From an optimization exercise on the open Yosys and OpenROAD flow, aimed at small area, a short achievable clock period and few clock cycles per item; shortcuts taken in it are not production practice. The RTL was checked by simulation tests, not by an equivalence proof against the original design.

// INV
module INV #(
    parameter DATA_W    = 32,
    parameter INT_BITS  = 8,
    parameter FRAC_BITS = 24,
    parameter N_ITER    = 3
)(
    input  wire                 clk,
    input  wire                 rstn,
    input  wire                 start,
    input  wire [DATA_W-1:0]    dd,      
    output wire [DATA_W-1:0]    q,       
    output reg                  done
);
clock: 12.0 ns
lec_check: 0
cap_margin: 20
core_margin: 2
core_utilization: 40
slew_margin: 20
synth_hierarchical: 1
synth_minimum_keep_size: 0
setup_slack_margin: 6.0
standard.sh (not shown) runs the stock make flow with config.mk's settings and CLKGATE_MAP_FILE= SYNTH_SCRIPT=/design/flow/synth_recipe.tcl, a recipe that flattens the netlist after the stock synthesis.
==> flow/flow/run.sh <==
#!/bin/bash
set -euo pipefail
cat >> config.mk <<'EOC'
export SETUP_SLACK_MARGIN = 6.0
EOC
bash standard.sh > standard_flow.log 2>&1
Testbench counts at the start, summed over its fixed seeds: cycles 9,600, items 1,600.
Then changed:
==> flow/run.sh (new file) <==
#!/bin/bash
# synth_recipe.tcl (not shown) runs the flow's synth.tcl, then flattens the netlist and writes it again
# the make line also repeats each setting of config.mk as NAME=value (left out here)
make -C /OpenROAD-flow-scripts/flow DESIGN_CONFIG=/design/flow/config.mk WORK_HOME=/design/flow/orfs CLKGATE_MAP_FILE= SYNTH_SCRIPT=/design/flow/synth_recipe.tcl finish
- SETUP_SLACK_MARGIN: 6.0 -> 5
removed: flow/flow/run.sh
removed: flow/standard.sh
Die area stays the same.
First-iteration DRC count goes down by 22%.
Final area goes down by 12%.
Core utilization goes down by 5.8 points.
Cell count goes down by 4.0%.
Via count goes down by 6.0%.
Then changed:
- CORE_UTILIZATION: 40 -> 30
Effect:
- The changed run passed the timing, DRC and antenna checks
- synthesized area stays the same

Another version of the RTL of INV (not shown whole).
Size in the first run: ~4100 cells after synthesis, roughly 130 flip-flops, roughly 68 I/O pins, about 39000 sq um of cells after synthesis.
==> flow/design.v (excerpt) <==
module INV #(
    parameter DATA_W    = 32,
    parameter INT_BITS  = 8,
    parameter FRAC_BITS = 24,
    parameter N_ITER    = 3
)(
    input  wire                 clk,
    input  wire                 rstn,
    input  wire                 start,
    input  wire [DATA_W-1:0]    dd,      
    output reg  [DATA_W-1:0]    q,       
    output reg                  done
);
    localparam [DATA_W-1:0] TWO = 2 << FRAC_BITS;
    reg [2:0]        ph;      
    reg [DATA_W-1:0] d;       
    reg [DATA_W-1:0] x;       
    reg [DATA_W-1:0] t;       
    wire [DATA_W-1:0]          b = ph[0] ? d : t;
    wire signed [2*DATA_W-1:0] p = $signed(x) * $signed(b);
    wire [DATA_W-1:0]          r = p[FRAC_BITS +: DATA_W];
    always @(posedge clk or negedge rstn) begin
        if (!rstn) begin
            ph   <= 3'd0;
            done <= 1'b0;
        end else begin
            case (ph)
                3'd0: if (start) ph <= 3'd1;
                3'd4: begin ph <= 3'd5; done <= 1'b1; end
                3'd5: if (!start) begin ph <= 3'd0; done <= 1'b0; end
                default: ph <= ph + 3'd1;
            endcase
        end
    end
    always @(posedge clk) begin
        case (ph)
            3'd0: begin d <= dd; x <= TWO - dd; end
            3'd1, 3'd3: t <= TWO - r;
  ...
==> flow/config.mk <==
export PLATFORM = sky130hd
export DESIGN_NAME = INV
export DESIGN_NICKNAME = INV
export VERILOG_FILES = /design/flow/design.v
export SDC_FILE = /design/flow/constraint.sdc
export NUM_CORES = 4
export LEC_CHECK = 0
export CAP_MARGIN = 20
export CORE_MARGIN = 2
export CORE_UTILIZATION = 40
export SLEW_MARGIN = 20
==> flow/constraint.sdc <==
create_clock -name core_clock -period 12.0 [get_ports {clk}]
set_input_delay 2.4000 -clock core_clock [delete_from_list [all_inputs] [get_ports {clk}]]
set_output_delay 2.4000 -clock core_clock [all_outputs]
set_load 0.01 [all_outputs]
run.sh (not shown) runs the stock make flow with config.mk's settings and CLKGATE_MAP_FILE= SYNTH_SCRIPT=/design/flow/synth_recipe.tcl, a recipe that flattens the netlist after the stock synthesis.
Stock flow here: none of the scripts above is used.
Testbench counts at the start, summed over its fixed seeds: cycles 9,600, items 1,600.
Rerun with:
ABC_CLOCK_PERIOD_IN_PS = 5000   (was default)
SETUP_SLACK_MARGIN = 5   (was default)
Result: The changed run passed the timing, DRC and antenna checks; first-iteration DRC count climbs by about 44%; count of clock-buffer cells in the layout does not change; routed wire length climbs by about 20%; cell area climbs by 13%; register-to-register slack improves by 1.5 ns; sequential cell count is unchanged; synthesized area is unchanged; maximum frequency climbs by 16%; worst setup slack improves by 1.5 ns; clock skew is about the same.

INV, a different RTL version from the one above (not shown whole).
Size in the first run: ~100 flip-flops.
make LEC_CHECK=0 ABC_AREA=1 CAP_MARGIN=20 CORE_MARGIN=2 CORE_UTILIZATION=40 SLEW_MARGIN=20 finish   # period 12.0 ns
The first run went through all stages and came out clean.
Testbench counts at the start, summed over its fixed seeds: cycles 9,600, items 1,600.
Then changed:
--- a/flow/config.mk
+++ b/flow/config.mk
@@ -11,0 +12 @@
+export SETUP_SLACK_MARGIN = 5
After rerunning: The changed run produced a clean layout; setup slack is better by 2.2 ns; core utilization rises by 5.7 points; wire length rises by about 7%; maximum frequency rises by 31%; worst hold slack stays flat; global-route usage rises by 0.81 points.

RTL: one of the versions met above, not the one the previous note started from.
Size in the first run: roughly 85 flip-flops, roughly 25,000 µm² of cells after synthesis.
// INV
module INV #(
    parameter DATA_W    = 32,
    parameter INT_BITS  = 8,
    parameter FRAC_BITS = 24,
    parameter N_ITER    = 3
)(
    input  wire                 clk,
    input  wire                 rstn,
    input  wire                 start,
    input  wire [DATA_W-1:0]    dd,      
    output wire [DATA_W-1:0]    q,       
    output reg                  done
);
    localparam [31:0] TWO = 32'h0200_0000;
    localparam [31:0] ONE = 32'h0100_0000;
    reg [2:0]  ph;      
    reg [31:0] a;       
    reg [15:0] b_one, b_two, b_neg;    
    reg        tstep;   
    wire [31:0] nb   = (ph == 3'd0) | (ph == 3'd2) ? dd :
                       (ph == 3'd4) | (ph == 3'd5) ? ONE : a;
    wire        nneg = (ph == 3'd0) | (ph == 3'd2);
    wire [32:0] nbw  = {nb, 1'b0};
    wire [15:0] e_one, e_two, e_neg;
    genvar k;
    generate for (k = 0; k < 16; k = k + 1) begin : enc
        assign e_one[k] = nbw[2*k+1] ^ nbw[2*k];
        assign e_two[k] = (nbw[2*k+2] & ~nbw[2*k+1] & ~nbw[2*k]) |
                          (~nbw[2*k+2] & nbw[2*k+1] & nbw[2*k]);
        assign e_neg[k] = nbw[2*k+2] ^ nneg;
    end endgenerate
    wire m1 = ((b_one[0] & a[0]) | (b_two[0] & 1'b0)) ^ b_neg[0];
    wire m2 = ((b_one[0] & a[1]) | (b_two[0] & a[0])) ^ b_neg[0];
    wire m3 = ((b_one[0] & a[2]) | (b_two[0] & a[1])) ^ b_neg[0];
    wire m4 = ((b_one[0] & a[3]) | (b_two[0] & a[2])) ^ b_neg[0];
    wire m5 = ((b_one[0] & a[4]) | (b_two[0] & a[3])) ^ b_neg[0];
    wire m6 = ((b_one[0] & a[5]) | (b_two[0] & a[4])) ^ b_neg[0];
  ...
clock: 12.0 ns
lec_check: 0
cap_margin: 20
core_margin: 2
core_utilization: 40
slew_margin: 20
synth_hierarchical: 1
synth_minimum_keep_size: 0
setup_slack_margin: 5.6
standard.sh (not shown) runs the stock make flow with config.mk's settings and CLKGATE_MAP_FILE= SYNTH_SCRIPT=/design/flow/synth_recipe.tcl, a recipe that flattens the netlist after the stock synthesis.
==> flow/flow/run.sh <==
#!/bin/bash
set -euo pipefail
cat >> config.mk <<'EOC'
export SETUP_SLACK_MARGIN = 5.6
EOC
bash standard.sh > standard_flow.log 2>&1
The baseline passed the timing, DRC and antenna checks.
Testbench counts at the start, summed over its fixed seeds: cycles 9,600, items 1,600.
Change:
==> flow/flow/run.sh (replaced) <==
#!/bin/bash
set -euo pipefail
cat >> config.mk <<'EOC'
export SETUP_SLACK_MARGIN = 6.0
EOC
bash standard.sh > standard_flow.log 2>&1
Settings changed: ABC_AREA set to 1, SETUP_SLACK_MARGIN 5.6 to 6.0.
What happened: Core utilization grows by 0.51 points. Final area rose by 8.0%. Setup slack gets better by 290 ps. Die area rose by 6.9%. Non-clock buffer count fell by 24.
Change:
==> flow/flow/run.sh (replaced) <==
#!/bin/bash
set -euo pipefail
cat >> config.mk <<'EOC'
export SETUP_SLACK_MARGIN = 5.3
EOC
bash standard.sh > standard_flow.log 2>&1
Settings changed: ABC_AREA 1 to not set, SETUP_SLACK_MARGIN 6.0 to 5.3.
Effect:
- The new run completed with no timing, DRC or antenna violations
- non-clock buffer count came out lower by 29
- design area fell by 11%
- area after synthesis is lower by 6.6%
Change:
==> flow/run.sh (new file) <==
#!/bin/bash
# synth_recipe.tcl (not shown) runs the flow's synth.tcl, then flattens the netlist and writes it again
# the make line also repeats each setting of config.mk as NAME=value (left out here)
make -C /OpenROAD-flow-scripts/flow DESIGN_CONFIG=/design/flow/config.mk WORK_HOME=/design/flow/orfs CLKGATE_MAP_FILE= SYNTH_SCRIPT=/design/flow/synth_recipe.tcl finish
Settings changed: ABC_AREA set to 1, SETUP_SLACK_MARGIN 5.3 to 5.
removed: flow/flow/run.sh
removed: flow/standard.sh
Fmax decreases by a few percent.
Routed wire length increases by roughly a tenth.
Hold slack degrades by 60 ps.
Via count increases by roughly a tenth.
Die area increases by a few percent.
Synthesized cell count increases by a quarter to a third.

Setup of fjord:
INV, a different RTL version from the one above (not shown whole).
Size: roughly 85 flip-flops, about 68 I/O pins.
export LEC_CHECK = 0
export ABC_AREA = 1
export CAP_MARGIN = 20
export CORE_MARGIN = 2
export CORE_UTILIZATION = 40
export SLEW_MARGIN = 20
export SYNTH_HIERARCHICAL = 1
export SYNTH_MINIMUM_KEEP_SIZE = 0
export SETUP_SLACK_MARGIN = 6.1
create_clock -name core_clock -period 12.0 [get_ports {clk}]
==> flow/flow/run.sh <==
#!/bin/bash
set -euo pipefail
cat >> config.mk <<'EOC'
export SETUP_SLACK_MARGIN = 6.1
EOC
bash standard.sh > standard_flow.log 2>&1
Testbench counts of fjord, summed over its fixed seeds: cycles 9,600, items 1,600.
Edits applied to the flow inputs when going from fjord to cedar:
- a change of SETUP_SLACK_MARGIN from 6.1 to 6.0
- a deleted ABC_AREA that had been 1
--- a/flow/flow/run.sh
+++ b/flow/flow/run.sh
@@ -4 +4 @@
-export SETUP_SLACK_MARGIN = 6.1
+export SETUP_SLACK_MARGIN = 6.0
==> comparison <==
- Result: PASS for each of cedar and fjord
- Against fjord, first-pass GRT wire length in cedar rose by a few percent.
- cedar: post-detailed-placement cell area lower than fjord
The following lists how zinc was set up differently from cedar:
- changing SETUP_SLACK_MARGIN from 6.0 to 5
==> flow/run.sh (new file) <==
#!/bin/bash
# synth_recipe.tcl (not shown) runs the flow's synth.tcl, then flattens the netlist and writes it again
# the make line also repeats each setting of config.mk as NAME=value (left out here)
make -C /OpenROAD-flow-scripts/flow DESIGN_CONFIG=/design/flow/config.mk WORK_HOME=/design/flow/orfs CLKGATE_MAP_FILE= SYNTH_SCRIPT=/design/flow/synth_recipe.tcl finish
removed: flow/flow/run.sh
removed: flow/standard.sh
[summary]
- Against cedar, design area in zinc came out better.
- Compared with cedar, the router placed fewer vias in zinc.
- Shortest clock period the worst path allows after layout: higher on zinc
- Between cedar and zinc, met3 wire length decreased.
- Run comparison: cedar slowest library cell on the worst path sky130_fd_sc_hd__fa_1; zinc slowest library cell on the worst path sky130_fd_sc_hd__dfxtp_1
- zinc against cedar: total routed wire length on the met1 layer down about 6%, half-perimeter wire length after detailed placement flat.
- zinc ends up with a critical path required time that is 0.02 ns higher than in cedar.
- Total wire length after detailed routing in zinc is about 12% below cedar.
- Global-route usage ends up higher on cedar.
[inputs] willow vs zinc
- SETUP_SLACK_MARGIN: 5 -> 5.4
- ABC_AREA: unset -> 1
==> flow/flow/run.sh (new file) <==
#!/bin/bash
set -euo pipefail
cat >> config.mk <<'EOC'
export SETUP_SLACK_MARGIN = 5.4
EOC
bash standard.sh > standard_flow.log 2>&1
==> flow/standard.sh (new file) <==
#!/bin/bash
# synth_recipe.tcl (not shown) runs the flow's synth.tcl, then flattens the netlist and writes it again
# the make line also repeats each setting of config.mk as NAME=value (left out here)
make -C /OpenROAD-flow-scripts/flow DESIGN_CONFIG=/design/flow/config.mk WORK_HOME=/design/flow/orfs CLKGATE_MAP_FILE= SYNTH_SCRIPT=/design/flow/synth_recipe.tcl "${@:-finish}"
removed: flow/run.sh
==> comparison <==
Area fraction of clock buffers and clock inverters: willow vs zinc, no meaningful difference
Comparing willow and zinc, the higher minimum clock period after layout was measured on zinc.
willow vs. zinc: count of boundary I/O pins barely changed, worst setup margin climbed 0.50 ns, full die area climbed 1.6%, wire length dropped 3.4%.

static timing again, ports no longer ideal:
The flow's constraints put no driver on any port. The routed layouts listed below were extracted and timed again, unchanged, in two steps. Step 1: set_driving_cell puts a clkbuf_16 on clk and a buf_2 on each other input, an assumption about the parent block. Step 2 times the ports against the registers' clock, not the clock port: input delays grow and output delays shrink by t, the midpoint of the rising clock arrivals with the driver on. Three values: no drivers, after step 1, after step 2; two values: the first two.
| run | t (ns) | setup slack, ns | hold slack, ns | clock arrival spread, ns | worst register clock-pin slew, ns |
|---|---|---|---|---|---|
| the first run of note 1 | 0.402 | 5.796 / 5.796 / 5.796 | 0.562 / 0.562 / 0.562 | 0.017 / 0.017 | 0.08 / 0.08 |
| the second run of note 1 | 0.398 | 5.183 / 5.183 / 5.183 | 0.571 / 0.571 / 0.571 | 0.017 / 0.017 | 0.08 / 0.08 |
| the third run of note 1 | 0.394 | 5.179 / 5.179 / 5.179 | 0.514 / 0.514 / 0.514 | 0.013 / 0.012 | 0.08 / 0.08 |
| the first run of note 2 | 0.463 | 1.245 / 1.245 / 1.245 | 0.574 / 0.574 / 0.574 | 0.012 / 0.013 | 0.07 / 0.07 |
| the second run of note 2 | 0.465 | 2.767 / 2.767 / 2.767 | 0.595 / 0.595 / 0.595 | 0.012 / 0.013 | 0.06 / 0.06 |
| the first run of note 3 | 0.411 | 2.831 / 2.831 / 2.831 | 0.547 / 0.547 / 0.547 | 0.009 / 0.009 | 0.07 / 0.07 |
| the second run of note 3 | 0.403 | 5.003 / 5.003 / 5.003 | 0.547 / 0.547 / 0.547 | 0.008 / 0.008 | 0.07 / 0.07 |
| the first run of note 4 | 0.394 | 5.714 / 5.714 / 5.714 | 0.571 / 0.571 / 0.571 | 0.016 / 0.016 | 0.08 / 0.08 |
| the second run of note 4 | 0.413 | 6.007 / 6.007 / 6.007 | 0.517 / 0.517 / 0.517 | 0.015 / 0.015 | 0.08 / 0.08 |
| the third run of note 4 | 0.394 | 5.470 / 5.470 / 5.470 | 0.576 / 0.576 / 0.576 | 0.015 / 0.014 | 0.08 / 0.08 |
| the fourth run of note 4 | 0.409 | 5.231 / 5.231 / 5.231 | 0.517 / 0.517 / 0.517 | 0.016 / 0.015 | 0.08 / 0.08 |
| fjord | 0.401 | 5.946 / 5.946 / 5.946 | 0.533 / 0.533 / 0.533 | 0.011 / 0.012 | 0.07 / 0.07 |
| cedar | 0.390 | 5.747 / 5.747 / 5.747 | 0.559 / 0.559 / 0.559 | 0.014 / 0.015 | 0.08 / 0.08 |
| zinc | 0.401 | 5.061 / 5.061 / 5.061 | 0.529 / 0.529 / 0.529 | 0.017 / 0.018 | 0.08 / 0.08 |
| willow | 0.397 | 5.564 / 5.564 / 5.564 | 0.533 / 0.533 / 0.533 | 0.010 / 0.010 | 0.07 / 0.07 |
After both steps every run listed still meets setup and hold.
